From an optimization exercise on the open Yosys and OpenROAD flow, aimed at small area; shortcuts taken in it are not production practice. RTL that was checked went through simulation tests only; none was proved equivalent to the original. The RTL of runs 2 to 5 was laid out without a check of its function. Power is estimated from default activity; no workload was simulated.

### flow/config.mk
export PLATFORM = sky130hd
export DESIGN_NAME = mac_interface
export DESIGN_NICKNAME = mac_interface
export VERILOG_FILES = /design/flow/design.v
export SDC_FILE = /design/flow/constraint.sdc
export NUM_CORES = 4
export LEC_CHECK = 0
export CAP_MARGIN = 20
export CORE_MARGIN = 2
export CORE_UTILIZATION = 40
export SLEW_MARGIN = 20
### flow/constraint.sdc
create_clock -name core_clock -period 10.0 [get_ports {clk}]
set_input_delay 2.0000 -clock core_clock [delete_from_list [all_inputs] [get_ports {clk}]]
set_output_delay 2.0000 -clock core_clock [all_outputs]
set_load 0.01 [all_outputs]
### flow/design.v
module mac_interface (
    input wire clk,
    input wire reset,
    input wire [7:0] addr,            
    input wire [31:0] data_in,        
    input wire write_enable,          
    output reg [31:0] data_out,       
    output wire IRQ_MAC               
);
    reg [31:0] MAC_INA;
    reg [31:0] MAC_INB;
    reg [7:0] MAC_CTRL;
    wire [39:0] MAC_ACC;
    wire [15:0] MAC_OUT;
    mac mac_instance (
        .clk(clk),
        .reset(reset),
        .MAC_INA(MAC_INA),
        .MAC_INB(MAC_INB),
        .MAC_CTRL(MAC_CTRL),
        .MAC_OUT(MAC_OUT),
        .MAC_ACC(MAC_ACC),
        .IRQ_MAC(IRQ_MAC)           
    );
    always @(posedge clk) begin
        if (reset) begin
            MAC_INA <= 32'd0;
            MAC_INB <= 32'd0;
            MAC_CTRL <= 8'd0;
            data_out <= 32'd0;
        end else begin
            if (write_enable) begin
                case (addr)
                    8'h24: MAC_INA <= data_in;            
                    8'h25: MAC_INB <= data_in;            
                    8'h29: MAC_CTRL <= data_in[7:0];      
                    default: ;                            
                endcase
            end else begin
                case (addr)
                    8'h26: data_out <= MAC_ACC[31:0];            
                    8'h27: data_out <= {24'd0, MAC_ACC[39:32]};  
                    8'h28: data_out <= {16'd0, MAC_OUT};         
                    default: data_out <= 32'd0;                  
                endcase
            end
        end
    end
endmodule
module mac (
    input wire clk,                    
    input wire reset,                  
    input wire [31:0] MAC_INA,         
    input wire [31:0] MAC_INB,         
    input wire [7:0] MAC_CTRL,         
    output wire [39:0] MAC_ACC,         
    output reg [15:0] MAC_OUT,         
    output reg IRQ_MAC                 
);
    wire MAC_ON = MAC_CTRL[7];                      
    wire [2:0] MAC_SHIFTER = MAC_CTRL[6:4];         
    wire [1:0] MAC_INPUT_MODE = MAC_CTRL[3:2];      
    wire MAC_START = MAC_CTRL[1];                   
    wire MAC_I_MSK = MAC_CTRL[0];
    wire [4:0] bit_counter;
    reg [15:0] A;
    reg [15:0] B;
    reg [1:0] state;                 
    wire mac_start_latch;             
    wire mac_done;                    
    product mac_product (
        .clk(clk),
        .reset(reset),
        .A(A),
        .B(B),
        .MAC_START(MAC_START),
        .MAC_ACC(MAC_ACC),
        .mac_start_latch(mac_start_latch),
        .bit_counter(bit_counter),
        .mac_done(mac_done)           
    );
    always @(*) begin
        case (MAC_INPUT_MODE)
            2'b00: begin
                A = MAC_INA[15:0];
                B = MAC_INA[31:16];
            end
            2'b01: begin
                A = MAC_INA[15:0];
                B = MAC_INB[15:0];
            end
            2'b10: begin
                A = MAC_INA[31:16];
                B = MAC_INB[31:16];
            end
            2'b11: begin
                if (state == 2'b00) begin
                    A = MAC_INA[15:0];
                    B = MAC_INB[15:0];
                end else begin
                    A = MAC_INA[31:16];
                    B = MAC_INB[31:16];
                end
            end
            default: begin
                A = 16'd0;
                B = 16'd0;
            end
        endcase
    end
    always @(posedge clk) begin
        if (reset) begin
            MAC_OUT <= 16'd0;
            IRQ_MAC <= 1'b0;
            state <= 2'b00;
        end else if (MAC_ON) begin
            if (MAC_START && !mac_start_latch) begin
                if (MAC_INPUT_MODE == 2'b11) begin
                    if (state == 2'b00) begin
                      if (bit_counter == 16)   begin
                      state <= 2'b01;                
                      end
                    end else if (state == 2'b01) begin
                      if (bit_counter == 16)   begin
                         state <= 2'b00;                
                      end               
                    end
                end else begin
                end
           end  
            case (MAC_SHIFTER)
                3'b000: MAC_OUT <= MAC_ACC[31:16];
                3'b001: MAC_OUT <= MAC_ACC[30:15];
                3'b010: MAC_OUT <= MAC_ACC[29:14];
                3'b011: MAC_OUT <= MAC_ACC[28:13];
                3'b100: MAC_OUT <= MAC_ACC[27:12];
                3'b101: MAC_OUT <= MAC_ACC[26:11];
                3'b110: MAC_OUT <= MAC_ACC[25:10];
                3'b111: MAC_OUT <= MAC_ACC[24:9];
                default: MAC_OUT <= MAC_ACC[31:16];
            endcase
            if (MAC_I_MSK && mac_done) begin
                IRQ_MAC <= 1'b1;
            end else begin
                IRQ_MAC <= 1'b0;
            end
        end else begin
            MAC_OUT <= 16'd0;
            IRQ_MAC <= 1'b0;
        end
    end
endmodule
module product(
    input wire clk,                   
    input wire reset,                 
    input wire [15:0] A,              
    input wire [15:0] B,              
    input wire MAC_START,             
    output reg [39:0] MAC_ACC,        
    output reg mac_start_latch,       
    output reg mac_done, 
    output reg [4:0] bit_counter  
);
    reg [31:0] product;               
    always @(posedge clk) begin
        if (reset) begin
            MAC_ACC <= 40'd0;         
            product <= 32'd0;         
            mac_start_latch <= 1'b0;  
            mac_done <= 1'b0;         
            bit_counter <= 5'd0;      
        end else begin
            if (MAC_START && !mac_start_latch) begin
                mac_start_latch <= 1'b1;  
                mac_done <= 1'b0;        
                product <= 32'd0;        
                bit_counter <= 5'd0;     
            end
            if (mac_start_latch && !mac_done) begin
              if (bit_counter < 16) begin
                    if (B[bit_counter]) begin
                        product <= product + ({16'd0, A} << bit_counter);
                    end
                    bit_counter <= bit_counter + 1;  
                end else begin
                    MAC_ACC <= MAC_ACC + {8'd0, product};  
                    mac_done <= 1'b1;        
                    product <= 32'd0;
                end
            end
            if (!MAC_START) begin
                mac_start_latch <= 1'b0;
            end
        end
    end
endmodule
### flow/run.sh
#!/bin/bash
# synth_recipe.tcl (not shown) runs the flow's synth.tcl, then flattens the netlist and writes it again
# the make line also repeats each setting of config.mk as NAME=value (left out here)
make -C /OpenROAD-flow-scripts/flow DESIGN_CONFIG=/design/flow/config.mk WORK_HOME=/design/flow/orfs CLKGATE_MAP_FILE= SYNTH_SCRIPT=/design/flow/synth_recipe.tcl finish
==> flow_metrics.tcl, run 1 <==
set metrics [dict create \
    dr.pass1.iters 6 \
    clkTransAtPathRegs_ns 0.06 \
    cp_common_cell "mux2i_1" \
    ys_seq_area_share_pct 30.4 \
    io_pins 76 \
    status "no timing/DRC/antenna violations" \
    period_share_pct 51.8 \
    cts_resized 0 \
    cp_num_buf_inv 0 \
    dpl_cell_area_sq_mm 0.0142 \
    end_kind "flop" \
    place_ws_ns 4.91 \
    arrival_ns 5.63 \
    critPathRequiredTime_ns 10.45 \
    synth_area_sq_mm 0.0132 \
    syn_nets 1819 \
    cap_violations 0 \
    routedWlPerCell_um 18.6 \
    rsz0062_at_grt "false" \
    regToRegSetupSlack_ns 4.82 \
    fin_skew_ns 0.00844 \
    start_util_pct 40.7 \
    htree_levels 1 \
    path_class "flop to flop" \
    ant_nets 0 \
    whs_ns 0.453 \
    ys_types 85 \
    hold_violations 0 \
    place_hpwl_um 29400 \
    diodes 0 \
    antenna_found_initial 0 \
    cts_tree "built" \
    setup_total_negative_slack_ns 0 \
    syn_area_per_cell_sq_um 7.75 \
    portBuffers 75 \
    layout.nets 1818 \
    final_common_cell "nand2_1" \
    dieArea_sq_mm 0.0346 \
    drt_iter0_markers 1073 \
    crit_path_top_delay_cell "mux4_2" \
    peakVddDrop_mv 0.132 \
    route.detailed.drc 0 \
    hold_path.class "flop to flop" \
    grt_pass1_wl_um 63700 \
    cp_top_family "multiplexers" \
    clk_latency_ns 0.52 \
    min_period_ns 5.18 \
    n_fill_cell 3341 \
    die_h_um 186 \
    path_max_fanout 11 \
    finalSetupViolCount 0 \
    synth-main-ff-cell "dfxtp_1" \
    fmax_mhz 193 \
    holdBufCountCts 0 \
    postCtsSetupBuffers 0 \
    slew_headroom_pct 22.6 \
    setup_ws_ns 4.82 \
    drive_gt1_share_pct 5.86 \
    powerDensity_mw_per_mm2 116 \
    synth_enable_flop_cells 0 \
    numCtsBuffers 23 \
    maxSlewViolCount 0 \
    crit_path_cell_trace "nand2b_1, nand2_1, mux4_2, mux2i_1, mux2i_1, mux2i_1, nor2_1, ha_1, nand3_1, nor4_1, o311ai_1, a31oi_1, o21ai_1, o41ai_2, a311oi_2, mux2i_1, mux2i_1" \
    synth_seq_cells 201 \
    yosysWarnings 3 \
    synth_async_sr_flop_share_pct 0 \
    clock-sinks 201 \
    cts_root_buf "clkbuf_16" \
    vias 12614 \
    avgViaCountPerCell 5.82 \
    die_w_um 186 \
    rows 66 \
    start_kind "flop" \
    fin_area_sq_mm 0.0150 \
    wl_um 40400 \
    tightest_slew_ns 1.15 \
    place.gp.congestion 0.928 \
    area_delta_synth_final_pct 13.0 \
    overflow 0 \
    first_global_vias 11671 \
    max_stage_delay_ns 0.60 \
    final_cell_mix "nand2_1, a21oi_1, dfxtp_1" \
    track_usage_pct 23.2 \
    syn_inst 1709 \
    leakage_nw 5.86 \
    grt_max_degree 94 \
    regArea_sq_mm 0.00402 \
    multi_input_area_sq_mm 0.00864 \
    core_area_sq_mm 0.0325 \
    clk_path_buf_depth 3 \
]
## area by class of cell
type,instances,area share (%)
timing repair buffer,91,5.85
multi-input combinational,1363,57.7
clock buffer,34,4.46
inverter,28,0.752
clock inverter,8,0.644
tap,442,3.69
sequential,201,26.9
## power breakdown
part | switching (mW) | leakage (nW) | internal (mW) | total, mW
Clock | 0.344 | 0.375 | 0.513 | 0.857
Combinational | 0.0400 | 3.87 | 0.0273 | 0.0673
Sequential | 0.00389 | 1.62 | 0.803 | 0.807
Total | 0.388 | 5.86 | 1.34 | 1.73
## logic make-up after synthesis
logic type / after synthesis / synth area share [%]
AOI/OAI and AO/OA: 522 / 24.3
xor gates and xnor gates: 47 / 3.11
adders and majority gates: 67 / 6.44
buffers and inverters: 145 / 4.56
DFF: 201 / 30.4
muxes: 97 / 10.1
and+or+nand+nor: 630 / 21.1
## tightest hold or removal path: cells and delay by family, from the launching register on
family | cells | cell delay (ns)
compound gates | 1 | 0.05
simple gates | 1 | 0.05
flops | 1 | 0.31
## state kept, by name (all words and copies together) (netlist names), 5 cells and up
register and count:
mac_instance.mac_product.product 32, data_out 32, MAC_CTRL 8, MAC_INA 32
mac_instance.mac_product.bit_counter 5, mac_instance.MAC_OUT 16, mac_instance.mac_product.MAC_ACC 40, MAC_INB 32
## cells in the mapped netlist, types with 12 or more instances
cell type	count	area, sq um
nand3_1	41	205
nand2_1	280	1050
and3_1	19	119
nor3_1	26	130
a21oi_1	237	1190
inv_1	25	93.8
clkbuf_1	88	330
nor4_1	12	75.1
o21ai_1	15	75.1
dfxtp_1	201	4020
mux2i_1	63	631
xnor2_1	26	228
o211ai_1	13	97.6
a21o_1	35	263
ha_1	65	813
nor2b_1	12	75.1
o21ai_0	81	405
a22o_1	19	166
buf_1	15	56.3
xor2_1	21	184
nor2_1	168	631
a211oi_1	13	97.6
mux4_1	16	420
a22oi_1	16	120
## through the flow
| step | utilization (%) | total power [mW] | cells |
|---|---|---|---|
| floorplan | - | 0.859 | 1709 |
| global placement | 43.6 | 0.890 | 2124 |
| detailed placement | 43.6 | 0.891 | 2124 |
| CTS | 45.9 | 1.75 | 2166 |
| global route | 46.0 | 1.78 | 2167 |
| finish | 46.0 | 1.73 | 2167 |
## path summary, 6_finish.rpt
| check | end | startpoint | cells after the start |
|---|---|---|---|
| worst max-delay path | mac_instance.mac_product.product[31] | mac_instance.state[0] | 17 |
| worst max register to register | mac_instance.mac_product.product[31] | mac_instance.state[0] | 17 |
| worst min-delay path | MAC_INB[19] | MAC_INB[19] | 2 |
| worst min register to register | MAC_INB[19] | MAC_INB[19] | 2 |
## layer usage
layer	vias to the layer above	GRT usage [%]	share of wire, %
li1	6180	-	-
met1	5989	31.3	45
met2	375	38.5	46
met3	70	2.80	5.3
met4	0	7.87	3.4
met5	-	0	0
==> inputs of run 2 (changes only) <==
==> flow/design.v (replaced) <==
module mac_interface (
    input wire clk,
    input wire reset,
    input wire [7:0] addr,
    input wire [31:0] data_in,
    input wire write_enable,
    output reg [31:0] data_out,
    output reg IRQ_MAC
);
    reg [31:0] MAC_INA;
    reg [31:0] MAC_INB;
    reg        ina_set;      
    reg        inb_set;      
    reg [7:0]  MAC_CTRL;
    reg [39:0] MAC_ACC;
    reg [15:0] MAC_OUT;
    reg        armed;        
    reg        done;
    reg [3:0]  cnt;          
    reg        cnt4;         
    reg        phase;        
    reg [15:0] pu;           
    reg [15:0] pl;           
    wire       on    = MAC_CTRL[7];
    wire [2:0] shift = MAC_CTRL[6:4];
    wire [1:0] mode  = MAC_CTRL[3:2];
    wire       start_bit = MAC_CTRL[1];
    wire       msk   = MAC_CTRL[0];
    wire start  = start_bit & ~armed;
    wire active = armed & ~done;
    wire step   = active & ~cnt4;
    wire comp   = active & cnt4;
    wire a_hi = (mode == 2'b10) | ((mode == 2'b11) & phase);
    wire b_hi = (mode == 2'b10) | ((mode == 2'b11) & phase);
    wire b_ina = (mode == 2'b00);
    wire [15:0] B = b_ina ? MAC_INA[31:16] : (b_hi ? MAC_INB[31:16] : MAC_INB[15:0]);
    wire b = B[cnt] & ina_set & (b_ina | inb_set);
    wire sel_hi = ~cnt4 & b & a_hi;
    wire sel_lo = ~cnt4 & b & ~a_hi;
    wire [15:0] y = ({16{sel_hi}} & MAC_INA[31:16]) |
                    ({16{sel_lo}} & MAC_INA[15:0]) |
                    ({16{cnt4}} & MAC_ACC[31:16]);
    wire [16:0] c;
    wire [16:0] s;
    assign c[0] = 1'b0;
    wire [8:0] hc;
    wire [7:0] hs;
    assign hc[0] = c[16];
    genvar i;
    generate
        for (i = 0; i < 16; i = i + 1) begin : add
            assign s[i] = pu[i] ^ y[i] ^ c[i];
            assign c[i+1] = (pu[i] & y[i]) | (c[i] & (pu[i] ^ y[i]));
        end
        for (i = 0; i < 8; i = i + 1) begin : inc
            assign hs[i] = MAC_ACC[32+i] ^ hc[i];
            assign hc[i+1] = MAC_ACC[32+i] & hc[i];
        end
    endgenerate
    assign s[16] = c[16];
    always @(posedge clk) begin
        if (reset) begin
            ina_set <= 1'b0;
            inb_set <= 1'b0;
            MAC_CTRL <= 8'd0;
            data_out <= 32'd0;
        end else if (write_enable) begin
            case (addr)
                8'h24: ina_set <= 1'b1;
                8'h25: inb_set <= 1'b1;
                8'h29: MAC_CTRL <= data_in[7:0];
                default: ;
            endcase
        end else begin
            case (addr)
                8'h26: data_out <= MAC_ACC[31:0];
                8'h27: data_out <= {24'd0, MAC_ACC[39:32]};
                8'h28: data_out <= {16'd0, MAC_OUT};
                default: data_out <= 32'd0;
            endcase
        end
    end
    always @(posedge clk) begin
        if (write_enable && addr == 8'h24) MAC_INA <= data_in;
        if (write_enable && addr == 8'h25) MAC_INB <= data_in;
    end
    always @(posedge clk) begin
        if (reset) begin
            armed <= 1'b0;
            done <= 1'b0;
            cnt4 <= 1'b0;
            phase <= 1'b0;
            MAC_ACC <= 40'd0;
            MAC_OUT <= 16'd0;
            IRQ_MAC <= 1'b0;
        end else begin
            armed <= start_bit;
            if (start) begin
                done <= 1'b0;
                cnt4 <= 1'b0;
                if (on && mode == 2'b11 && cnt4) phase <= ~phase;
            end
            if (step && cnt == 4'd15) cnt4 <= 1'b1;
            if (comp) begin
                done <= 1'b1;
                MAC_ACC <= {hs, s[15:0], pl};
            end
            MAC_OUT <= on ? (MAC_ACC[31:9] >> (3'd7 - shift)) : 16'd0;
            IRQ_MAC <= on & msk & done;
        end
    end
    always @(posedge clk) begin
        cnt <= start ? 4'd0 : cnt + 4'd1;
        pu <= start ? MAC_ACC[15:0] : s[16:1];
        pl <= {s[0], pl[15:1]};
    end
endmodule
--- a/flow/config.mk
+++ b/flow/config.mk
@@ -6,6 +6,8 @@
 export NUM_CORES = 4
 export LEC_CHECK = 0
+export ABC_CLOCK_PERIOD_IN_PS = 10000
 export CAP_MARGIN = 20
 export CORE_MARGIN = 2
-export CORE_UTILIZATION = 40
+export CORE_UTILIZATION = 65
+export CTS_BUF_LIST = sky130_fd_sc_hd__clkbuf_4 sky130_fd_sc_hd__clkbuf_8
 export SLEW_MARGIN = 20
==> run 2 against run 1 <==
  * Maximum frequency down 46%
  * Sequential cell count grew 2
  * Combinational power grew 65%
  * Clock power fell by 15%
  * Core utilization up 31 points
  * Largest power group is now registers
  * Highest routed layer unchanged
==> flow_metrics.tcl, run 2 <==
set metrics [dict create \
    status "no timing/DRC/antenna violations" \
    numCtsBuffers 31 \
    intPower_mw 1.34 \
    setup_total_negative_slack_ns 0 \
    htree_levels 1 \
    cp_common_cell "fa_1" \
    postCtsSetupBuffers 0 \
    power_switching_mw 0.385 \
    fmax_mhz 104 \
    die_w_um 119 \
    synth.area.top_cells "dfxtp_1, edfxtp_1, mux2i_1" \
    fin_skew_ns 0.0159 \
    critPathRequiredTime_ns 10.41 \
    final_cell_mix "dfxtp_1, nand2_1, nor2_1" \
    clk_path_buf_depth 3 \
    synth_top_area_share_pct 32.2 \
    largest_register_ffs 40 \
    regToRegSetupSlack_ns 0.42 \
    regArea_sq_mm 0.00471 \
    tightest_slew_ns 1.02 \
    place_ws_ns 0.478 \
    path_max_fanout 9 \
    clkTransAtPathRegs_ns 0.06 \
    track_usage_pct 30.5 \
    finalSetupViolCount 0 \
    cts_root_buf "clkbuf_8" \
    ant_nets 0 \
    portBuffers 75 \
    clk_latency_ns 0.56 \
    holdBufCountCts 0 \
    cts_resized 0 \
    syn_inst 780 \
    place.gp.congestion 0.950 \
    crit_path_top_delay_cell "dfxtp_1" \
    rsz0062_at_grt "false" \
    io_pins 76 \
    top_register "MAC_ACC" \
    start_kind "flop" \
    synth_enable_flop_cells 64 \
    start_util_pct 65.8 \
    r2r_start "cnt[0]" \
    route.detailed.drc 0 \
    place_hpwl_um 14700 \
    dr.pass1.iters 6 \
    synth_area_sq_mm 0.00865 \
    first_global_vias 6171 \
    avgViaCountPerCell 6.19 \
    diodes 0 \
    routedWlPerCell_um 20.5 \
    synth_async_sr_flop_share_pct 0 \
    syn_nets 847 \
    rows 42 \
    arrival_ns 9.99 \
    hold_violations 0 \
    maxSlewViolCount 0 \
    yosysWarnings 1 \
    synthTopCellsByCount "dfxtp_1, nand2_1, nor2_1" \
    grt_pass1_wl_um 33700 \
    startpoint "cnt[0]" \
    max_stage_delay_ns 0.61 \
    antenna_found_initial 0 \
    final_common_cell "dfxtp_1" \
    yosysMostFrequentCell "dfxtp_1" \
    fin_area_sq_mm 0.0101 \
    p_seq_share_pct 51.1 \
    synth-main-ff-cell "dfxtp_1" \
    clkPwrFrac_pct 42.4 \
    critical_path.endpoint "MAC_ACC[39]" \
    synth_seq_cells 203 \
    drt_iter0_markers 834 \
    pwr-share-comb_pct 6.5 \
    multi_input_area_sq_mm 0.00359 \
    wl_um 21400 \
    powerDensity_mw_per_mm2 170 \
    swShare_pct 22.3 \
    peakVddDrop_mv 0.155 \
    leakage_nw 3.39 \
    dieArea_sq_mm 0.0142 \
    core_area_sq_mm 0.0131 \
    setup_ws_ns 0.421 \
    ys_types 52 \
    cts_tree "built" \
    grt_max_degree 88 \
    drive_gt1_share_pct 11.8 \
    vias 6454 \
    min_period_ns 9.58 \
    ys_seq_area_share_pct 54.4 \
    n_fill_cell 859 \
    clock-sinks 203 \
    overflow 0 \
    layout.nets 911 \
    syn_area_per_cell_sq_um 11.1 \
    r2r_end "MAC_ACC[39]" \
    r2r_cells 36 \
    area_delta_synth_final_pct 17.3 \
    slew_headroom_pct 32.0 \
    total_power_mw 1.72 \
    cap_violations 0 \
    period_share_pct 95.8 \
    finalCoreUtilization_pct 77.2 \
    path_class "flop to flop" \
    hold_path.class "flop to flop" \
    synth_largest_area_cell "dfxtp_1" \
    dpl_cell_area_sq_mm 0.00946 \
    die_h_um 119 \
    end_kind "flop" \
]
[run 2: cell count changes after synthesis, moves of 20 or more]
cell / delta
xnor2_1: -24
dfxtp_1: -62
ha_1: -56
o21ai_0: -73
nor3_1: -25
a21oi_1: -161
a21o_1: -35
nand2_1: -189
edfxtp_1: +64
xor2_1: -20
nor2_1: -86
nand3_1: -20
clkbuf_1: -47
[run 2: final cells by class]
type / count / area share (%)
tap: 176 / 2.17
sequential: 203 / 46.4
clock buffer: 52 / 6.32
clock inverter: 3 / 0.419
multi-input combinational: 494 / 35.4
inverter: 24 / 0.888
timing repair buffer: 90 / 8.46
[run 2: worst min-delay path by stage]
stage	from	to	slack, ns	cells past startpoint
6_report	pl[13]	pl[12]	0.35	0
5_1_grt	pl[13]	pl[12]	0.36	0
4_1_cts	pl[13]	pl[12]	0.35	0
3_5_place_dp	pl[13]	pl[12]	0.34	0
3_3_place_gp	pl[6]	pl[5]	0.33	0
2_1_floorplan	pl[1]	pl[0]	0.33	0
[run 2: cells by family (layout without fill, tap and decap cells)]
family,Yosys count,after routing,synth area share [%]
compound gates,159,159,12.4
xor+xnor,3,3,0.304
fa+ha+maj,24,24,4.78
buf+inv,83,169,4.23
flops,203,203,54.4
mux,71,71,10.9
simple gates,237,237,13.0
[run 2: power by group through the flow]
stage          Clock [mW]  Combinational [mW]  Sequential [mW]
6_report            0.731               0.111            0.881
5_1_grt             0.776               0.117            0.882
4_1_cts             0.741               0.109            0.880
3_5_place_dp            0               0.108            0.898
3_3_place_gp            0               0.103            0.898
2_1_floorplan           0              0.0788            0.884
[run 2: routing by layer]
metal	GRT usage [%]	vias to the layer above	wire (um)
met4	6.76	0	348
met5	0	-	0
li1	-	2936	-
met3	5.46	29	2000
met1	45.2	3124	9200
met2	47.6	365	9860
[run 2: metrics by stage]
step,hold slack [ns],std cells
after floorplan,0.331,780
after global placement,0.333,987
after detailed placement,0.337,987
after CTS,0.350,1042
after global routing,0.355,1042
final,0.347,1042
[run 2: worst max-delay path, delay by kind of cell (launching register included)]
family / cells / cell delay [ns]
adder cells (fa/ha/maj): 23 / 6.99
AO/OA/AOI/OAI: 3 / 0.74
flip-flops: 1 / 0.61
buffers and inverters: 5 / 0.55
multiplexers: 1 / 0.25
AND/OR/NAND/NOR: 3 / 0.16
XOR/XNOR: 1 / 0.16
==> inputs of run 3 (changes only) <==
==> flow/config.mk (replaced) <==
export PLATFORM = sky130hd
export DESIGN_NAME = mac_interface
export DESIGN_NICKNAME = mac_interface
export VERILOG_FILES = /design/flow/design.v
export SDC_FILE = /design/flow/constraint.sdc
export NUM_CORES = 4
export LEC_CHECK = 0
export CAP_MARGIN = 20
export CORE_MARGIN = 2
export CORE_UTILIZATION = 40
export SLEW_MARGIN = 20
==> run 3 against run 2 <==
  * Still clean on timing, DRC and antenna
  * Critical path type unchanged
  * Setup slack better by 0.21 ns
  * Highest routed layer unchanged
  * Synthesized cell count stayed put
  * Largest power group unchanged
  * Register-to-register slack improved by 0.21 ns
  * Via count down 5.7%
==> flow_metrics.tcl, run 3 <==
set metrics [dict create \
    rows 53 \
    intPower_mw 1.38 \
    synth_seq_cells 203 \
    antenna_found_initial 0 \
    track_usage_pct 18.9 \
    holdBufCountCts 0 \
    drt_iter0_markers 427 \
    arrival_ns 9.75 \
    slew_headroom_pct 27.5 \
    cts_resized 0 \
    avgViaCountPerCell 5.40 \
    syn_inst 780 \
    path_max_fanout 11 \
    peakVddDrop_mv 0.131 \
    htree_levels 1 \
    cts_root_buf "clkbuf_16" \
    p_seq_share_pct 49.6 \
    synth_enable_flop_cells 64 \
    crit_path_top_delay_cell "dfxtp_1" \
    core_area_sq_mm 0.0211 \
    vias 6084 \
    final_common_cell "dfxtp_1" \
    leakage_nw 3.38 \
    r2r_start "cnt[0]" \
    die_w_um 151 \
    ys_seq_area_share_pct 54.4 \
    postCtsSetupBuffers 0 \
    synth_top_area_share_pct 32.2 \
    finalSetupViolCount 0 \
    layout.nets 903 \
    path_class "flop to flop" \
    start_util_pct 41.0 \
    start_kind "flop" \
    synth-main-ff-cell "dfxtp_1" \
    place_hpwl_um 14700 \
    area_delta_synth_final_pct 19.1 \
    r2r_end "MAC_ACC[39]" \
    synth.area.top_cells "dfxtp_1, edfxtp_1, mux2i_1" \
    clk_path_buf_depth 3 \
    fmax_mhz 107 \
    regToRegSetupSlack_ns 0.63 \
    largest_register_ffs 40 \
    diodes 0 \
    io_pins 76 \
    period_share_pct 93.7 \
    place_ws_ns 0.582 \
    synthTopCellsByCount "dfxtp_1, nand2_1, nor2_1" \
    critPathRequiredTime_ns 10.38 \
    worstHoldPathCells 0 \
    end_kind "flop" \
    ys_types 52 \
    dr.pass1.iters 7 \
    cts_tree "built" \
    grt_pass1_wl_um 33300 \
    maxSlewViolCount 0 \
    power_switching_mw 0.398 \
    clk_latency_ns 0.51 \
    syn_nets 847 \
    clock-sinks 203 \
    route.detailed.drc 0 \
    ant_nets 0 \
    first_global_vias 5958 \
    hold_violations 0 \
    setup_total_negative_slack_ns 0 \
    routedWlPerCell_um 18.9 \
    yosysMostFrequentCell "dfxtp_1" \
    powerDensity_mw_per_mm2 172 \
    drive_gt1_share_pct 9.40 \
    pwr-share-comb_pct 6.1 \
    rsz0062_at_grt "false" \
    numCtsBuffers 23 \
    final_cell_mix "dfxtp_1, nand2_1, nor2_1" \
    synth_largest_area_cell "dfxtp_1" \
    r2r_cells 35 \
    grt_max_degree 55 \
    cp_common_cell "fa_1" \
    wl_um 21200 \
    overflow 0 \
    cap_violations 0 \
    holdPathEnd "pl[2]" \
    setup_ws_ns 0.632 \
    synth_async_sr_flop_share_pct 0 \
    dieArea_sq_mm 0.0228 \
    die_h_um 151 \
    status "no timing/DRC/antenna violations" \
    hold_path.class "flop to flop" \
    portBuffers 75 \
    max_stage_delay_ns 0.57 \
    tightest_slew_ns 1.09 \
    clkPwrFrac_pct 44.3 \
    n_fill_cell 1951 \
    clkTransAtPathRegs_ns 0.06 \
    min_period_ns 9.37 \
    yosysWarnings 1 \
    place.gp.congestion 0.861 \
    syn_area_per_cell_sq_um 11.1 \
    hp-start "pl[3]" \
    swShare_pct 22.5 \
    top_register "MAC_ACC" \
    synth_area_sq_mm 0.00865 \
    fin_skew_ns 0.0173 \
]
run 3: cell counts after synthesis:
Identical to the previous run, type by type.
run 3: through the flow:
stage / instances / hold slack [ns] / power, mW / utilization [%] / cell area (sq um)
after global placement: 1086 / 0.334 / 1.00 / 45.5 / 9590
after floorplan: 780 / 0.331 / 0.963 / - / 8650
after global routing: 1126 / 0.353 / 1.84 / 48.8 / 10300
after detailed placement: 1086 / 0.336 / 1.00 / 45.5 / 9590
final: 1126 / 0.342 / 1.77 / 48.8 / 10300
after CTS: 1126 / 0.347 / 1.79 / 48.8 / 10300
run 3: critical path: cells and delay by family, from the launching register on:
family / cells / cell delay, ns
adder cells (fa/ha/maj): 23 / 6.79
AO/OA/AOI/OAI: 2 / 0.46
flip-flops: 1 / 0.57
XOR/XNOR: 1 / 0.16
multiplexers: 2 / 0.60
AND/OR/NAND/NOR: 2 / 0.11
buffers and inverters: 5 / 0.54
run 3: per-layer routing:
metal / track usage (%) / up-vias / wire length (um)
met4: 5.28 / 0 / 477
met5: 0 / - / 0
met2: 29.6 / 199 / 9400
met1: 27.3 / 2929 / 10100
li1: - / 2922 / -
met3: 3.04 / 34 / 1220
run 3: power groups by stage:
| stage | combinational (mW) | clock, mW | sequential (mW) |
|---|---|---|---|
| finish | 0.108 | 0.787 | 0.880 |
| global route | 0.117 | 0.838 | 0.881 |
| floorplan | 0.0788 | 0 | 0.884 |
| detailed placement | 0.105 | 0 | 0.897 |
| CTS | 0.105 | 0.805 | 0.879 |
| global placement | 0.104 | 0 | 0.897 |
run 3: worst max-delay path by stage:
| stage | from | end | slack [ns] | depth (start not counted) |
|---|---|---|---|---|
| after floorplan | cnt[0] | MAC_ACC[39] | 1.19 | 38 |
| after CTS | cnt[0] | MAC_ACC[39] | 0.56 | 35 |
| after global placement | cnt[0] | MAC_ACC[39] | 0.74 | 35 |
| final | cnt[0] | MAC_ACC[39] | 0.63 | 35 |
| after global routing | cnt[0] | MAC_ACC[39] | 0.04 | 35 |
| after detailed placement | cnt[0] | MAC_ACC[39] | 0.58 | 35 |
run 3: cells by family (layout without fill, tap and decap cells):
| logic type | Yosys count | count (layout) | synth area share (%) |
|---|---|---|---|
| compound gates | 159 | 159 | 12.4 |
| xor+xnor | 3 | 3 | 0.304 |
| fa+ha+maj | 24 | 24 | 4.78 |
| buf+inv | 83 | 154 | 4.23 |
| flops | 203 | 203 | 54.4 |
| mux | 71 | 71 | 10.9 |
| simple gates | 237 | 237 | 13.0 |
run 3: area by class of cell:
class | instances | area (sq um) | share of cell area [%]
multi-input combinational | 494 | 3590 | 34.9
sequential | 203 | 4700 | 45.7
clock buffer | 35 | 672 | 6.53
timing repair buffer | 90 | 858 | 8.34
inverter | 24 | 90.1 | 0.875
tap | 275 | 344 | 3.34
clock inverter | 5 | 35.0 | 0.340
==> inputs of run 4 (changes only) <==
--- a/flow/design.v
+++ b/flow/design.v
@@ -14,5 +14,6 @@
     reg [7:0]  MAC_CTRL;
     reg [39:0] MAC_ACC;
-    reg [15:0] MAC_OUT;
+    reg [15:0] MAC_OUT;      
+    reg        out_on;       
     reg        armed;        
     reg        done;
@@ -76,5 +77,5 @@
                 8'h26: data_out <= MAC_ACC[31:0];
                 8'h27: data_out <= {24'd0, MAC_ACC[39:32]};
-                8'h28: data_out <= {16'd0, MAC_OUT};
+                8'h28: data_out <= {16'd0, out_on ? MAC_OUT : 16'd0};
                 default: data_out <= 32'd0;
             endcase
@@ -82,4 +83,5 @@
     end
     always @(posedge clk) begin
+        MAC_OUT <= MAC_ACC[31:9] >> (3'd7 - shift);
         if (write_enable && addr == 8'h24) MAC_INA <= data_in;
         if (write_enable && addr == 8'h25) MAC_INB <= data_in;
@@ -92,5 +94,5 @@
             phase <= 1'b0;
             MAC_ACC <= 40'd0;
-            MAC_OUT <= 16'd0;
+            out_on <= 1'b0;
             IRQ_MAC <= 1'b0;
         end else begin
@@ -106,5 +108,5 @@
                 MAC_ACC <= {hs, s[15:0], pl};
             end
-            MAC_OUT <= on ? (MAC_ACC[31:9] >> (3'd7 - shift)) : 16'd0;
+            out_on <= on;
             IRQ_MAC <= on & msk & done;
         end
==> flow/flow/run.sh (new file) <==
#!/bin/bash
# Own layout flow: the standard ORFS flow (standard.sh) with three changes.
#  1. Synthesis is the standard one except for the ABC script used to map the
#     combinational logic (flow/area.abc, area oriented instead of delay
#     oriented).  Registers, their names and cell types are untouched.
#  2. Port buffers use the smallest buffer cell (sky130_fd_sc_hd__buf_1).
#  3. Clock tree synthesis uses sky130_fd_sc_hd__clkbuf_4 buffers, sinks
#     clustered by 10, and no dummy loads.
# Each tool's output goes to its own log in this folder.
set -euo pipefail
HERE=$(pwd)
FLOWDIR=$HERE/flow
# synthesis script: ORFS synth.tcl with the ABC script replaced
sed "s|^  log_cmd abc {\*}\$abc_args|  set abc_args [lreplace \$abc_args 1 1 $FLOWDIR/area.abc]\n  log_cmd abc {*}\$abc_args|" \
  "$FLOW_HOME/scripts/synth.tcl" > "$HERE/synth_area.tcl"
grep -q "area.abc" "$HERE/synth_area.tcl"
sed "s|source \$::env(SCRIPTS_DIR)/synth.tcl|source $HERE/synth_area.tcl|" \
  "$HERE/synth_recipe.tcl" > "$HERE/synth_recipe_area.tcl"
grep -q "synth_area.tcl" "$HERE/synth_recipe_area.tcl"
sed "s|SYNTH_SCRIPT=[^ ]*synth_recipe.tcl|SYNTH_SCRIPT=$HERE/synth_recipe_area.tcl|" \
  "$HERE/standard.sh" > "$HERE/standard_area.sh"
grep -q "synth_recipe_area.tcl" "$HERE/standard_area.sh"
export BUFFER_PORTS_ARGS="-buffer_cell sky130_fd_sc_hd__buf_1"
export CTS_ARGS="-sink_clustering_enable -repair_clock_nets -dont_use_dummy_load -buf_list sky130_fd_sc_hd__clkbuf_4 -sink_clustering_size 10 -sink_clustering_max_diameter 40"
bash "$HERE/standard_area.sh" > "$HERE/flow_make.log" 2>&1
==> flow/flow/area.abc (new file) <==
strash
&get -n
&deepsyn -T 60
&dch -f
&nf -R 1000
&put
==> flow/standard.sh (new file) <==
#!/bin/bash
# synth_recipe.tcl (not shown) runs the flow's synth.tcl, then flattens the netlist and writes it again
# the make line also repeats each setting of config.mk as NAME=value (left out here)
make -C /OpenROAD-flow-scripts/flow DESIGN_CONFIG=/design/flow/config.mk WORK_HOME=/design/flow/orfs CLKGATE_MAP_FILE= SYNTH_SCRIPT=/design/flow/synth_recipe.tcl "${@:-finish}"
--- a/flow/config.mk
+++ b/flow/config.mk
@@ -8,4 +8,4 @@
 export CAP_MARGIN = 20
 export CORE_MARGIN = 2
-export CORE_UTILIZATION = 40
+export CORE_UTILIZATION = 65
 export SLEW_MARGIN = 20
removed: flow/run.sh
==> run 4 against run 3 <==
  * Sequential share of layout area rose by 11 points
  * Combinational power fell by 28%
  * Synthesized cell count fell by 22%
  * Maximum frequency fell by 2.5%
  * Clock power fell by 53%
  * Critical endpoint is now MAC_ACC[38]
  * Count of clock-buffer cells in the layout fell by 8
  * Largest cell class unchanged
  * Non-clock buffer count did not move
  * Critical path depth rose by 5
  * Clock skew rose by 0.056 ns
  * Die area fell by 46%
==> flow_metrics.tcl, run 4 <==
set metrics [dict create \
    status "no timing/DRC/antenna violations" \
    path_class "flop to flop" \
    area_delta_synth_final_pct 11.8 \
    cts_root_buf "clkbuf_4" \
    antenna_found_initial 1 \
    min_period_ns 9.60 \
    critPathRequiredTime_ns 10.53 \
    period_share_pct 96.0 \
    maxSlewViolCount 0 \
    route.detailed.drc 0 \
    cp_num_buf_inv 6 \
    dpl_cell_area_sq_mm 0.00809 \
    syn_area_per_cell_sq_um 12.3 \
    dr.pass1.iters 6 \
    end_kind "flop" \
    core_area_sq_mm 0.0113 \
    htree_levels 1 \
    vias 5805 \
    clock-sinks 204 \
    wl_um 18500 \
    leakage_nw 2.97 \
    hold_violations 0 \
    die_h_um 111 \
    yosysMostFrequentCell "dfxtp_1" \
    synthTopCellsByCount "dfxtp_1, edfxtp_1, nand2_1" \
    finalSetupViolCount 0 \
    r2r_cells 40 \
    ys_seq_area_share_pct 63.0 \
    place_hpwl_um 13100 \
    whs_ns 0.342 \
    numCtsBuffers 27 \
    r2r_start "MAC_CTRL[2]" \
    fin_area_sq_mm 0.00838 \
    avgViaCountPerCell 6.66 \
    tightest_slew_ns 0.962 \
    hold_path.class "flop to flop" \
    synth.area.top_cells "dfxtp_1, edfxtp_1, a222oi_1" \
    fin_cells 871 \
    cp_top_family "adder cells" \
    io_pins 76 \
    synth-main-ff-cell "dfxtp_1" \
    portBuffers 75 \
    path_max_fanout 6 \
    place_ws_ns -0.175 \
    cts_tree "built" \
    ys_types 36 \
    regToRegSetupSlack_ns 0.40 \
    clk_latency_ns 0.64 \
    routedWlPerCell_um 21.3 \
    worstHoldPathCells 0 \
    drt_iter0_markers 656 \
    top_register "MAC_ACC" \
    overflow 0 \
    yosysWarnings 1 \
    first_global_vias 5520 \
    hp-start "pl[11]" \
    ant_nets 0 \
    fin_skew_ns 0.0731 \
    r2r_end "MAC_ACC[38]" \
    grt_pass1_wl_um 29200 \
    syn_nets 677 \
    total_power_mw 1.34 \
    synth_largest_area_cell "dfxtp_1" \
    crit_path_top_delay_cell "fa_1" \
    start_kind "flop" \
    dieArea_sq_mm 0.0124 \
    place.gp.congestion 0.921 \
    dpl.cell_count 842 \
    start_util_pct 66.2 \
    track_usage_pct 29.6 \
    final_common_cell "dfxtp_1" \
    drive_gt1_share_pct 9.49 \
    clk_path_buf_depth 3 \
    layout.nets 796 \
    largest_register_ffs 40 \
    arrival_ns 10.14 \
    die_w_um 111 \
    cap_violations 0 \
    setup_ws_ns 0.396 \
    rows 39 \
    slew_headroom_pct 35.7 \
    holdPathEnd "pl[10]" \
    synth_area_sq_mm 0.00750 \
    syn_inst 610 \
    final_cell_mix "dfxtp_1, buf_1, edfxtp_1" \
    synth_seq_cells 204 \
    holdBufCountCts 0 \
    synth_async_sr_flop_share_pct 0 \
    powerDensity_mw_per_mm2 159 \
    grt_max_degree 40 \
    fmax_mhz 104 \
    synth_enable_flop_cells 64 \
    peakVddDrop_mv 0.136 \
    clkTransAtPathRegs_ns 0.10 \
    max_stage_delay_ns 0.43 \
    cp_common_cell "fa_1" \
    synth_top_area_share_pct 37.4 \
]
-- run 4: changes by cell type after synthesis, sizes merged, moves of 18 or more --
cell    previous run  this run
a22o               0        49
mux2i             50         1
a21oi             76        30
a222oi             8        52
clkbuf            41         0
nand2             91        58
nor2              82        50
clkinv             0        30
inv               24         0
o21ai              8        27
buf               18         0
-- run 4: worst max-delay path by stage --
| stage | from | to | cells after the start |
|---|---|---|---|
| floorplan | MAC_CTRL[2] | MAC_ACC[38] | 40 |
| global placement | MAC_CTRL[2] | MAC_ACC[38] | 40 |
| detailed placement | MAC_CTRL[2] | MAC_ACC[38] | 40 |
| CTS | MAC_CTRL[2] | MAC_ACC[38] | 40 |
| global route | MAC_CTRL[2] | MAC_ACC[39] | 41 |
| finish | MAC_CTRL[2] | MAC_ACC[38] | 40 |
-- run 4: repair_timing --
item,4_1_cts,5_1_grt
endpoints found under the setup margin,3,6
resized for setup,7,21
endpoints found under the hold margin,0,0
cloned,0,0
pin swaps,0,5
buffers inserted,0,1
-- run 4: report_power, final --
group          internal (mW)  switching (mW)
Clock                  0.124           0.247
Combinational         0.0334          0.0442
Sequential             0.864          0.0234
-- run 4: kinds of logic after synthesis --
family                   after synthesis  share of synthesized area, %
buffers and inverters                 30                          1.50
AO/OA/AOI/OAI                        189                          19.5
AND/OR/NAND/NOR                      160                          9.76
flip-flops                           204                          63.0
adder cells (fa/ha/maj)               24                          5.51
multiplexers                           3                         0.734
-- run 4: layer usage --
layer / up-vias / GRT usage (%) / wire (um)
met5: - / 0 / 0
met4: 0 / 13.2 / 751
met3: 60 / 3.81 / 1390
met2: 338 / 48.0 / 9080
met1: 2797 / 40.6 / 7320
li1: 2610 / - / -
-- run 4: worst register-to-register path, delay by kind of cell (launching register included) --
kind / cells / cell delay, ns
buffers and inverters: 6 / 0.49
flip-flops: 1 / 0.37
AO/OA/AOI/OAI: 5 / 0.75
AND/OR/NAND/NOR: 6 / 1.14
adder cells (fa/ha/maj): 23 / 6.79
-- run 4: through the flow --
stage | utilization, % | setup TNS (ns)
final | 74.1 | 0
after global routing | 74.1 | -0.0426
after CTS | 73.4 | 0
after detailed placement | 71.5 | -0.352
after global placement | 71.5 | 0
after floorplan | - | 0
-- run 4: area by class of cell --
class / count / area, sq um
Inverter: 30 / 113
Tap cell: 143 / 179
Fill cell: 799 / 2940
Multi-Input combinational cell: 376 / 2760
Antenna cell: 1 / 2.50
Sequential cell: 204 / 4730
Timing Repair Buffer: 90 / 402
Clock buffer: 27 / 203
==> inputs of run 5 (changes only) <==
==> flow/flow/area.abc (replaced) <==
strash
&get -n
&deepsyn -T 60
&put
dch
amap
strash
dch
amap
topo
==> run 5 against run 4 <==
  * Synthesized area rose by 0.30%
  * Critical endpoint is now MAC_ACC[39]
  * Core utilization grew 0.52 points
  * Register-to-register slack improved by 0.02 ns
  * Clock skew grew 0.022 ns
==> flow_metrics.tcl, run 5 <==
set metrics [dict create \
    routedWlPerCell_um 20.9 \
    numCtsBuffers 27 \
    leakage_nw 2.63 \
    die_w_um 112 \
    peakVddDrop_mv 0.128 \
    synthTopCellsByCount "dfxtp_1, clkinv_1, o22ai_1" \
    end_kind "flop" \
    pwr-share-comb_pct 8.5 \
    synth_async_sr_flop_share_pct 0 \
    ys_seq_area_share_pct 62.8 \
    syn_area_per_cell_sq_um 11.3 \
    hp-start "pl[5]" \
    finalSetupViolCount 0 \
    final_common_cell "dfxtp_1" \
    dr.pass1.iters 7 \
    holdPathEnd "pl[4]" \
    synth_largest_area_cell "dfxtp_1" \
    grt_pass1_wl_um 30300 \
    wl_um 19500 \
    drt_iter0_markers 869 \
    tightest_slew_ns 1.02 \
    hold_violations 0 \
    fin_skew_ns 0.0951 \
    yosysMostFrequentCell "dfxtp_1" \
    synth_area_sq_mm 0.00752 \
    synth_top_area_share_pct 37.3 \
    final_cell_mix "dfxtp_1, clkinv_1, o22ai_1" \
    synth.area.top_cells "dfxtp_1, edfxtp_1, o22ai_1" \
    status "no timing/DRC/antenna violations" \
    die_h_um 112 \
    clkPwrFrac_pct 27.2 \
    r2r_start "MAC_CTRL[2]" \
    power_switching_mw 0.327 \
    critPathRequiredTime_ns 10.55 \
    total_power_mw 1.36 \
    crit_path_top_delay_cell "fa_1" \
    intPower_mw 1.03 \
    regToRegSetupSlack_ns 0.41 \
    layout.nets 858 \
    cp_common_cell "fa_2" \
    r2r_cells 44 \
    dpl_cell_area_sq_mm 0.00817 \
    overflow 0 \
    drive_gt1_share_pct 10.4 \
    largest_register_ffs 40 \
    clk_path_buf_depth 3 \
    fin_cells 932 \
    place.gp.congestion 0.969 \
    swShare_pct 24.1 \
    place_hpwl_um 13900 \
    top_register "MAC_ACC" \
    track_usage_pct 31.0 \
    rows 39 \
    antenna_found_initial 0 \
    yosysWarnings 1 \
    io_pins 76 \
    synth_enable_flop_cells 64 \
    startpoint "MAC_CTRL[2]" \
    powerDensity_mw_per_mm2 160 \
    max_stage_delay_ns 0.42 \
    diodes 0 \
    path_class "flop to flop" \
    clkTransAtPathRegs_ns 0.10 \
    place_ws_ns -0.304 \
    ys_types 31 \
    vias 6050 \
    syn_nets 733 \
    whs_ns 0.328 \
    maxSlewViolCount 0 \
    min_period_ns 9.59 \
    first_global_vias 5769 \
    path_max_fanout 5 \
    clk_latency_ns 0.65 \
    grt_max_degree 40 \
    cts_tree "built" \
    setup_ws_ns 0.413 \
    avgViaCountPerCell 6.49 \
    dpl.cell_count 902 \
    setup_total_negative_slack_ns 0 \
    htree_levels 1 \
    worstHoldPathCells 0 \
    hold_path.class "flop to flop" \
    ant_nets 0 \
    start_kind "flop" \
    portBuffers 75 \
    fin_area_sq_mm 0.00848 \
    area_delta_synth_final_pct 12.7 \
    syn_inst 666 \
    fmax_mhz 104 \
    path_depth 44 \
    cp_top_family "adder cells" \
    p_seq_share_pct 64.3 \
    finalCoreUtilization_pct 74.6 \
    cp_num_buf_inv 7 \
    slew_headroom_pct 31.8 \
    clock-sinks 204 \
    r2r_end "MAC_ACC[39]" \
    core_area_sq_mm 0.0114 \
    cts_root_buf "clkbuf_4" \
    cap_violations 0 \
    period_share_pct 95.9 \
    dieArea_sq_mm 0.0124 \
    synth_seq_cells 204 \
    arrival_ns 10.14 \
    synth-main-ff-cell "dfxtp_1" \
    route.detailed.drc 0 \
    start_util_pct 66.1 \
]
-- run 5: logic make-up after synthesis --
family	after synthesis	synth area share, %
AO/OA/AOI/OAI	225	20.3
adder cells (fa/ha/maj)	24	5.49
buffers and inverters	109	5.44
flip-flops	204	62.8
AND/OR/NAND/NOR	104	5.91
-- run 5: worst register-to-register path, delay by kind of cell (launching register included) --
family / cells / cell delay (ns)
simple gates: 4 / 0.47
buf+inv: 7 / 0.57
flops: 1 / 0.36
compound gates: 10 / 1.52
fa+ha+maj: 23 / 6.58
-- run 5: layer usage --
layer / share of wire (%) / up-vias / GRT usage (%) / routed length [um]
li1: - / 2758 / - / -
met1: 40 / 2880 / 42.7 / 7840
met5: 0 / - / 0 / 0
met2: 48 / 361 / 50.9 / 9390
met3: 8.3 / 51 / 5.12 / 1610
met4: 3.3 / 0 / 10.0 / 637
-- run 5: timing repair --
action / CTS / global route
gates resized for setup: 8 / 21
hold buffers: 0 / 0
setup buffers: 0 / 3
hold endpoints to repair: 0 / 0
setup endpoints to repair: 3 / 5
pin swaps: 4 / 8
-- run 5: worst max-delay path by stage --
| stage | to | slack, ns |
|---|---|---|
| after floorplan | MAC_ACC[38] | 0.05 |
| final | MAC_ACC[39] | 0.41 |
| after global routing | MAC_ACC[39] | -0.008 |
| after CTS | MAC_ACC[39] | 0.01 |
| after detailed placement | MAC_ACC[39] | -0.30 |
| after global placement | MAC_ACC[39] | 0.07 |
-- run 5: cell type report --
class,instances,area (sq um)
clock buffers,27,203
fillers,822,2890
inverters,109,414
multi-input cells,353,2520
flip-flops and latches,204,4730
well taps,143,179
repair buffers,96,439
-- run 5: power by group through the flow --
stage / clock (mW) / sequential (mW) / combinational [mW]
6_report: 0.369 / 0.872 / 0.115
5_1_grt: 0.400 / 0.874 / 0.124
4_1_cts: 0.371 / 0.872 / 0.107
3_5_place_dp: 0 / 0.890 / 0.106
3_3_place_gp: 0 / 0.891 / 0.101
2_1_floorplan: 0 / 0.890 / 0.0635
==> inputs of run 6 (changes only) <==
--- a/flow/design.v
+++ b/flow/design.v
@@ -13,5 +13,6 @@
     reg        inb_set;      
     reg [7:0]  MAC_CTRL;
-    reg [39:0] MAC_ACC;
+    reg [39:0] MAC_ACC;      
+    reg        acc_cy;       
     reg [15:0] MAC_OUT;      
     reg        out_on;       
@@ -47,5 +48,5 @@
     wire [8:0] hc;
     wire [7:0] hs;
-    assign hc[0] = c[16];
+    assign hc[0] = acc_cy;
     genvar i;
     generate
@@ -76,5 +77,5 @@
             case (addr)
                 8'h26: data_out <= MAC_ACC[31:0];
-                8'h27: data_out <= {24'd0, MAC_ACC[39:32]};
+                8'h27: data_out <= {24'd0, hs};
                 8'h28: data_out <= {16'd0, out_on ? MAC_OUT : 16'd0};
                 default: data_out <= 32'd0;
@@ -94,8 +95,11 @@
             phase <= 1'b0;
             MAC_ACC <= 40'd0;
+            acc_cy <= 1'b0;
             out_on <= 1'b0;
             IRQ_MAC <= 1'b0;
         end else begin
             armed <= start_bit;
+            acc_cy <= comp & c[16];
+            MAC_ACC[39:32] <= hs;
             if (start) begin
                 done <= 1'b0;
@@ -106,5 +110,5 @@
             if (comp) begin
                 done <= 1'b1;
-                MAC_ACC <= {hs, s[15:0], pl};
+                MAC_ACC[31:0] <= {s[15:0], pl};
             end
             out_on <= on;
==> run 6 against run 5 <==
  * Non-clock buffer count decreased by 14
  * Wire length shrank 7.4%
  * Hold slack gained 0.0012 ns
  * Sequential share of layout area increased by 2.2 points
  * Core utilization is 2.2 points lower
  * Maximum frequency grew 2.9%
  * Register-to-register slack better by 0.27 ns
  * Power down 1.4%
  * Final area is 3.4% lower
  * Setup slack improved by 0.27 ns
  * Sequential power is essentially flat
  * Critical path type unchanged
==> flow_metrics.tcl, run 6 <==
set metrics [dict create \
    clock-sinks 205 \
    maxSlewViolCount 0 \
    numCtsBuffers 27 \
    status "no timing/DRC/antenna violations" \
    syn_area_per_cell_sq_um 11.3 \
    fmax_mhz 107 \
    layout.nets 840 \
    yosysWarnings 1 \
    final_cell_mix "dfxtp_1, o22ai_1, clkinv_1" \
    vias 5786 \
    postCtsSetupBuffers 0 \
    syn_nets 729 \
    crit_path_top_delay_cell "fa_1" \
    ys_types 32 \
    syn_inst 662 \
    min_period_ns 9.32 \
    core_area_sq_mm 0.0113 \
    synth_seq_cells 205 \
    top_register "MAC_ACC" \
    leakage_nw 2.61 \
    total_power_mw 1.34 \
    synth_top_area_share_pct 37.9 \
    yosysMostFrequentCell "dfxtp_1" \
    io_pins 76 \
    period_share_pct 93.2 \
    cts_resized 0 \
    r2r_end "MAC_ACC[31]" \
    cap_violations 0 \
    grt_pass1_wl_um 28600 \
    slew_headroom_pct 24.3 \
    fin_skew_ns 0.0731 \
    hold_violations 0 \
    tightest_slew_ns 1.13 \
    ys_seq_area_share_pct 63.7 \
    drive_gt1_share_pct 5.06 \
    rows 39 \
    regArea_sq_mm 0.00474 \
    track_usage_pct 29.3 \
    synth_largest_area_cell "dfxtp_1" \
    setup_total_negative_slack_ns 0 \
    r2r_start "MAC_CTRL[2]" \
    avgViaCountPerCell 6.32 \
    finalCoreUtilization_pct 72.4 \
    multi_input_area_sq_mm 0.00242 \
    startpoint "MAC_CTRL[2]" \
    n_fill_cell 848 \
    synth-main-ff-cell "dfxtp_1" \
    synth_area_sq_mm 0.00745 \
    clk_path_buf_depth 3 \
    dr.pass1.iters 6 \
    first_global_vias 5427 \
    start_util_pct 65.8 \
    drt_iter0_markers 526 \
    hold_path.class "flop to flop" \
    finalSetupViolCount 0 \
    area_delta_synth_final_pct 9.94 \
    antenna_found_initial 1 \
    critical_path.endpoint "MAC_ACC[31]" \
    dieArea_sq_mm 0.0123 \
    start_kind "flop" \
    cp_common_cell "fa_1" \
    cts_tree "built" \
    critPathRequiredTime_ns 10.42 \
    path_max_fanout 16 \
    end_kind "flop" \
    die_w_um 111 \
    ant_nets 0 \
    r2r_cells 35 \
    peakVddDrop_mv 0.124 \
    place.gp.congestion 0.932 \
    final_common_cell "dfxtp_1" \
    route.detailed.drc 0 \
    wl_um 18000 \
    regToRegSetupSlack_ns 0.68 \
    portBuffers 75 \
    holdBufCountCts 0 \
    synth_async_sr_flop_share_pct 0 \
    rsz0062_at_grt "false" \
    grt_max_degree 34 \
    routedWlPerCell_um 19.7 \
    synth_enable_flop_cells 64 \
    arrival_ns 9.74 \
    htree_levels 1 \
    path_class "flop to flop" \
    overflow 0 \
    clkTransAtPathRegs_ns 0.10 \
    clk_latency_ns 0.62 \
    die_h_um 111 \
    place_hpwl_um 13100 \
    synthTopCellsByCount "dfxtp_1, o22ai_1, clkinv_1" \
    max_stage_delay_ns 0.44 \
    cts_root_buf "clkbuf_4" \
    largest_register_ffs 40 \
    synth.area.top_cells "dfxtp_1, edfxtp_1, o22ai_1" \
    powerDensity_mw_per_mm2 163 \
]
## run 6: critical path, delay by kind of cell (launching register included)
| family | cells | cell delay (ns) |
|---|---|---|
| compound gates | 7 | 1.02 |
| fa+ha+maj | 16 | 5.91 |
| flops | 1 | 0.38 |
| simple gates | 5 | 1.20 |
| buf+inv | 7 | 0.64 |
## run 6: report_power, final
part | leakage (nW) | total, mW | switching (mW) | internal [mW]
Sequential | 1.71 | 0.875 | 0.00907 | 0.866
Clock | 0.124 | 0.364 | 0.240 | 0.124
Combinational | 0.772 | 0.0972 | 0.0638 | 0.0334
Total | 2.61 | 1.34 | 0.313 | 1.02
## run 6: layout make-up
class / count / area share, %
clock buffers: 27 / 2.47
diodes: 1 / 0.0305
flip-flops and latches: 205 / 57.9
repair buffers: 82 / 4.08
multi-input cells: 375 / 29.6
well taps: 143 / 2.18
inverters: 82 / 3.76
## run 6: cells by family (layout without fill, tap and decap cells)
family / after synthesis / count (layout) / share of synthesized area (%)
fa+ha+maj: 24 / 24 / 5.54
compound gates: 212 / 212 / 18.9
other cells: 0 / 1 / 0
flops: 205 / 205 / 63.7
buf+inv: 82 / 191 / 4.13
simple gates: 139 / 139 / 7.74
## run 6: worst min-delay path by stage
| stage | slack (ns) | start | cells past startpoint | to |
|---|---|---|---|---|
| after floorplan | 0.33 | pl[1] | 0 | pl[0] |
| after global placement | 0.33 | pl[11] | 0 | pl[10] |
| after detailed placement | 0.34 | pl[10] | 0 | pl[9] |
| after CTS | 0.33 | pl[13] | 0 | pl[12] |
| after global routing | 0.33 | pl[13] | 0 | pl[12] |
| final | 0.33 | pl[13] | 0 | pl[12] |
## run 6: per-layer routing
metal / wire length [um] / GRT usage [%]
met5: 0 / 0
met4: 636 / 11.2
met3: 1360 / 4.92
met2: 8530 / 47.4
met1: 7520 / 40.2
## run 6: metrics by stage
| stage | hold slack (ns) | std cells | setup slack [ns] | area [sq um] |
|---|---|---|---|---|
| after floorplan | 0.331 | 662 | 1.36 | 7450 |
| after global placement | 0.334 | 887 | 0.867 | 7980 |
| after detailed placement | 0.339 | 887 | 0.662 | 7980 |
| after CTS | 0.325 | 914 | 0.604 | 8190 |
| after global routing | 0.328 | 915 | 0.0868 | 8190 |
| final | 0.330 | 915 | 0.680 | 8190 |
==> inputs of run 7 (changes only) <==
--- a/flow/config.mk
+++ b/flow/config.mk
@@ -6,6 +6,6 @@
 export NUM_CORES = 4
 export LEC_CHECK = 0
-export CAP_MARGIN = 20
+export CAP_MARGIN = 0
 export CORE_MARGIN = 2
-export CORE_UTILIZATION = 65
-export SLEW_MARGIN = 20
+export CORE_UTILIZATION = 75
+export SLEW_MARGIN = 0
==> run 7 against run 6 <==
  * Hold slack gained 0.028 ns
  * Clock power shrank 2%
  * Core utilization grew 11 points
  * Register-to-register slack lost 0.10 ns
  * Global-route usage grew 5.9 points
  * Critical path depth grew 1
  * Synthesized cell count is the same
  * Sequential power is essentially flat
  * Largest cell class unchanged
  * Highest routed layer unchanged
==> flow_metrics.tcl, run 7 <==
set metrics [dict create \
    status "no timing/DRC/antenna violations" \
    htree_levels 1 \
    crit_path_top_delay_cell "fa_1" \
    io_pins 76 \
    dr.pass1.iters 10 \
    hold_path.class "flop to flop" \
    largest_register_ffs 40 \
    portBuffers 75 \
    clk_path_buf_depth 3 \
    max_stage_delay_ns 0.43 \
    synth_top_area_share_pct 37.9 \
    holdPathEnd "pl[13]" \
    r2r_cells 36 \
    grt_max_degree 34 \
    track_usage_pct 35.1 \
    syn_nets 729 \
    synth_seq_cells 205 \
    end_kind "flop" \
    diodes 0 \
    critPathRequiredTime_ns 10.44 \
    dieArea_sq_mm 0.0108 \
    core_area_sq_mm 0.00973 \
    finalCoreUtilization_pct 83.8 \
    syn_inst 662 \
    cap_violations 0 \
    setup_total_negative_slack_ns 0 \
    final_common_cell "dfxtp_1" \
    tightest_slew_ns 1.14 \
    whs_ns 0.357 \
    clk_latency_ns 0.60 \
    leakage_nw 2.60 \
    ant_nets 0 \
    place_hpwl_um 13600 \
    ys_types 32 \
    start_kind "flop" \
    place_ws_ns 0.747 \
    cp_common_cell "fa_1" \
    place.gp.congestion 0.958 \
    die_w_um 104 \
    setup_ws_ns 0.575 \
    synth_largest_area_cell "dfxtp_1" \
    area_delta_synth_final_pct 9.45 \
    synth_async_sr_flop_share_pct 0 \
    powerDensity_mw_per_mm2 164 \
    avgViaCountPerCell 6.69 \
    top_register "MAC_ACC" \
    synth.area.top_cells "dfxtp_1, edfxtp_1, o22ai_1" \
    yosysWarnings 1 \
    clkTransAtPathRegs_ns 0.10 \
    numCtsBuffers 25 \
    fin_skew_ns 0.0602 \
    finalSetupViolCount 0 \
    synth_area_sq_mm 0.00745 \
    cts_tree "built" \
    path_class "flop to flop" \
    ys_seq_area_share_pct 63.7 \
    hp-start "pl[14]" \
    start_util_pct 76.6 \
    routedWlPerCell_um 20.8 \
    r2r_start "MAC_CTRL[2]" \
    fmax_mhz 106 \
    arrival_ns 9.87 \
    synthTopCellsByCount "dfxtp_1, o22ai_1, clkinv_1" \
    drt_iter0_markers 826 \
    route.detailed.drc 0 \
    grt_pass1_wl_um 29900 \
    overflow 0 \
    first_global_vias 5948 \
    postCtsSetupBuffers 0 \
    cts_root_buf "clkbuf_4" \
    peakVddDrop_mv 0.143 \
    final_cell_mix "dfxtp_1, o22ai_1, clkinv_1" \
    rows 36 \
    vias 6038 \
    path_max_fanout 16 \
    drive_gt1_share_pct 4.55 \
    hold_violations 0 \
    rsz0062_at_grt "false" \
    worstHoldPathCells 0 \
    antenna_found_initial 0 \
    yosysMostFrequentCell "dfxtp_1" \
    slew_headroom_pct 24.1 \
    holdBufCountCts 0 \
    cts_resized 0 \
    synth_enable_flop_cells 64 \
    min_period_ns 9.42 \
    maxSlewViolCount 0 \
    r2r_end "MAC_ACC[31]" \
    wl_um 18800 \
    clock-sinks 205 \
    syn_area_per_cell_sq_um 11.3 \
    regToRegSetupSlack_ns 0.58 \
    layout.nets 838 \
    period_share_pct 94.2 \
    synth-main-ff-cell "dfxtp_1" \
    die_h_um 104 \
]
## run 7: layer usage
layer	vias to the layer above	share of wire [%]	GRT usage (%)
li1	2700	-	-
met1	2805	36	45.0
met2	444	49	59.8
met3	89	9.7	5.35
met4	0	5.2	15.9
met5	-	0	0
## run 7: power breakdown
group	switching [mW]	internal, mW	total [mW]
Sequential	0.00909	0.866	0.875
Combinational	0.0704	0.0333	0.104
Clock	0.244	0.115	0.358
Total	0.323	1.01	1.34
## run 7: area by class of cell
type | count | area [sq um]
Sequential cell | 205 | 4740
Multi-Input combinational cell | 375 | 2420
Fill cell | 571 | 1570
Timing Repair Buffer | 82 | 334
Inverter | 82 | 308
Clock buffer | 25 | 188
Tap cell | 133 | 166
## run 7: stage by stage
step	power [mW]	cell area [sq um]	cells
after global placement	0.987	7970	877
after detailed placement	0.993	7970	877
final	1.34	8160	902
after CTS	1.33	8160	902
after global routing	1.38	8160	902
after floorplan	0.956	7450	662
## run 7: worst max-delay path by stage
stage                      from  slack, ns     endpoint
floorplan           MAC_CTRL[2]       1.36       pu[14]
global placement    MAC_CTRL[2]       1.11  MAC_ACC[31]
detailed placement  MAC_CTRL[2]       0.75  MAC_ACC[31]
CTS                 MAC_CTRL[2]       0.73  MAC_ACC[31]
global route        MAC_CTRL[2]       0.19  MAC_ACC[31]
finish              MAC_CTRL[2]       0.58  MAC_ACC[31]
## run 7: logic make-up after synthesis
group	Yosys count	share of synthesized area [%]
AO/OA/AOI/OAI	212	18.9
flip-flops	205	63.7
AND/OR/NAND/NOR	139	7.74
buffers and inverters	82	4.13
adder cells (fa/ha/maj)	24	5.54
## run 7: critical path: cells and delay by family, from the launching register on
family	cells	cell delay (ns)
adder cells (fa/ha/maj)	16	5.97
AO/OA/AOI/OAI	7	1.02
AND/OR/NAND/NOR	5	1.02
buffers and inverters	8	0.86
flip-flops	1	0.37
==> inputs of run 8 (changes only) <==
--- a/flow/config.mk
+++ b/flow/config.mk
@@ -8,4 +8,4 @@
 export CAP_MARGIN = 0
 export CORE_MARGIN = 2
-export CORE_UTILIZATION = 75
+export CORE_UTILIZATION = 70
 export SLEW_MARGIN = 0
==> run 8 against run 7 <==
  * First-iteration DRC count fell by 8.2%
  * Sequential cell count unchanged
  * Non-clock buffer count increased by 1
  * Sequential share of layout area down 0.13 points
  * Power hardly changed
  * Final area grew 0.23%
  * Wire length is 4.6% lower
  * Global-route usage is 3.3 points lower
  * Still clean
  * Hold slack got worse by 0.0047 ns
  * Critical endpoint unchanged
==> flow_metrics.tcl, run 8 <==
set metrics [dict create \
    ys_seq_area_share_pct 63.7 \
    crit_path_top_delay_cell "o21ai_0" \
    r2r_start "MAC_CTRL[2]" \
    synth_largest_area_cell "dfxtp_1" \
    dieArea_sq_mm 0.0115 \
    cts_resized 0 \
    layout.nets 840 \
    avgViaCountPerCell 6.49 \
    diodes 0 \
    track_usage_pct 31.9 \
    rsz0062_at_grt "false" \
    met1_length_um 6900 \
    peakVddDrop_mv 0.147 \
    hp-start "pl[14]" \
    finalSetupViolCount 0 \
    path_class "flop to flop" \
    n_fill_cell 673 \
    clkTransAtPathRegs_ns 0.10 \
    top_layer "met4" \
    path_max_fanout 16 \
    fin_cells 907 \
    die_w_um 107 \
    synth.area.top_cells "dfxtp_1, edfxtp_1, o22ai_1" \
    fmax_mhz 107 \
    arrival_ns 9.79 \
    setup_ws_ns 0.655 \
    synth_enable_flop_cells 64 \
    place.gp.congestion 0.936 \
    vias 5886 \
    wl_met2_um 8590 \
    max_stage_delay_ns 0.43 \
    portBuffers 75 \
    syn_nets 729 \
    hold_path.class "flop to flop" \
    yosysMostFrequentCell "dfxtp_1" \
    wl_um 17900 \
    start_util_pct 72.2 \
    drive_gt1_share_pct 4.80 \
    dpl.cell_count 881 \
    setup_total_negative_slack_ns 0 \
    powerDensity_mw_per_mm2 163 \
    end_kind "flop" \
    tightest_slew_ns 1.09 \
    intPower_mw 1.02 \
    routedWlPerCell_um 19.8 \
    rows 37 \
    slew_headroom_pct 26.6 \
    syn_inst 662 \
    hold_violations 0 \
    clk_latency_ns 0.61 \
    core_area_sq_mm 0.0103 \
    htree_levels 1 \
    wl_met3_um 1540 \
    startpoint "MAC_CTRL[2]" \
    syn_area_per_cell_sq_um 11.3 \
    place_hpwl_um 13100 \
    p_seq_share_pct 65.5 \
    top_register "MAC_ACC" \
    overflow 0 \
    power_switching_mw 0.317 \
    synth_async_sr_flop_share_pct 0 \
    antenna_found_initial 0 \
    postCtsSetupBuffers 0 \
    yosysWarnings 1 \
    fin_area_sq_mm 0.00818 \
    swShare_pct 23.7 \
    synth_area_sq_mm 0.00745 \
    cp_common_cell "fa_1" \
    die_h_um 107 \
    cts_root_buf "clkbuf_4" \
    grt_pass1_wl_um 27900 \
    cts_tree "built" \
    synth_seq_cells 205 \
    period_share_pct 93.5 \
    cap_violations 0 \
    synth_top_area_share_pct 37.9 \
    ant_nets 0 \
    place_ws_ns 0.849 \
    total_power_mw 1.34 \
    final_common_cell "dfxtp_1" \
    holdBufCountCts 0 \
    leakage_nw 2.61 \
    ys_types 32 \
    grt_max_degree 34 \
    final_cell_mix "dfxtp_1, o22ai_1, clkinv_1" \
    area_delta_synth_final_pct 9.70 \
    pwr-share-comb_pct 7.6 \
    start_kind "flop" \
    numCtsBuffers 26 \
    dr.pass1.iters 8 \
    clkPwrFrac_pct 26.9 \
    io_pins 76 \
    regToRegSetupSlack_ns 0.65 \
    clk_path_buf_depth 3 \
    synth-main-ff-cell "dfxtp_1" \
    status "no timing/DRC/antenna violations" \
    clock-sinks 205 \
    first_global_vias 5540 \
    drt_iter0_markers 758 \
    route.detailed.drc 0 \
    dpl_cell_area_sq_mm 0.00798 \
    fin_skew_ns 0.0524 \
    min_period_ns 9.35 \
    maxSlewViolCount 0 \
    critPathRequiredTime_ns 10.45 \
    largest_register_ffs 40 \
    synthTopCellsByCount "dfxtp_1, o22ai_1, clkinv_1" \
]
## run 8: area by class of cell
type / count / area (sq um) / area share, %
multi-input cells: 375 / 2420 / 29.6
well taps: 136 / 170 / 2.08
clock buffers: 26 / 195 / 2.39
repair buffers: 83 / 342 / 4.18
flip-flops and latches: 205 / 4740 / 58.0
inverters: 82 / 308 / 3.76
## run 8: worst paths after layout
| kind | endpoint | cells past startpoint |
|---|---|---|
| max | MAC_ACC[31] | 36 |
| min | pl[13] | 0 |
| max reg2reg | MAC_ACC[31] | 36 |
| min reg2reg | pl[13] | 0 |
## run 8: critical path: cells and delay by family (launching register included)
kind | cells | cell delay [ns]
adder cells (fa/ha/maj) | 16 | 5.90
buffers and inverters | 8 | 0.88
flip-flops | 1 | 0.37
AO/OA/AOI/OAI | 7 | 1.09
AND/OR/NAND/NOR | 5 | 0.96
## run 8: per-stage QoR
step	util [%]	hold WS, ns
final	79.2	0.352
after global routing	79.2	0.367
after CTS	79.2	0.350
after detailed placement	77.3	0.337
after global placement	77.3	0.334
after floorplan	-	0.331
## run 8: power groups by stage
stage | clock [mW] | sequential (mW) | combinational [mW]
floorplan | 0 | 0.892 | 0.0640
global placement | 0 | 0.894 | 0.0943
detailed placement | 0 | 0.894 | 0.0976
CTS | 0.362 | 0.875 | 0.0980
global route | 0.394 | 0.877 | 0.110
finish | 0.359 | 0.875 | 0.102
## run 8: kinds of logic (layout without fill, tap and decap cells)
| logic type | after synthesis | count (layout) | share of synthesized area [%] |
|---|---|---|---|
| flip-flops | 205 | 205 | 63.7 |
| AND/OR/NAND/NOR | 139 | 139 | 7.74 |
| buffers and inverters | 82 | 191 | 4.13 |
| AO/OA/AOI/OAI | 212 | 212 | 18.9 |
| adder cells (fa/ha/maj) | 24 | 24 | 5.54 |
## run 8: per-layer routing
layer / vias to the layer above / track usage, %
met5: - / 0
met4: 0 / 15.8
met3: 75 / 5.05
met2: 373 / 52.3
met1: 2753 / 41.4
li1: 2685 / -
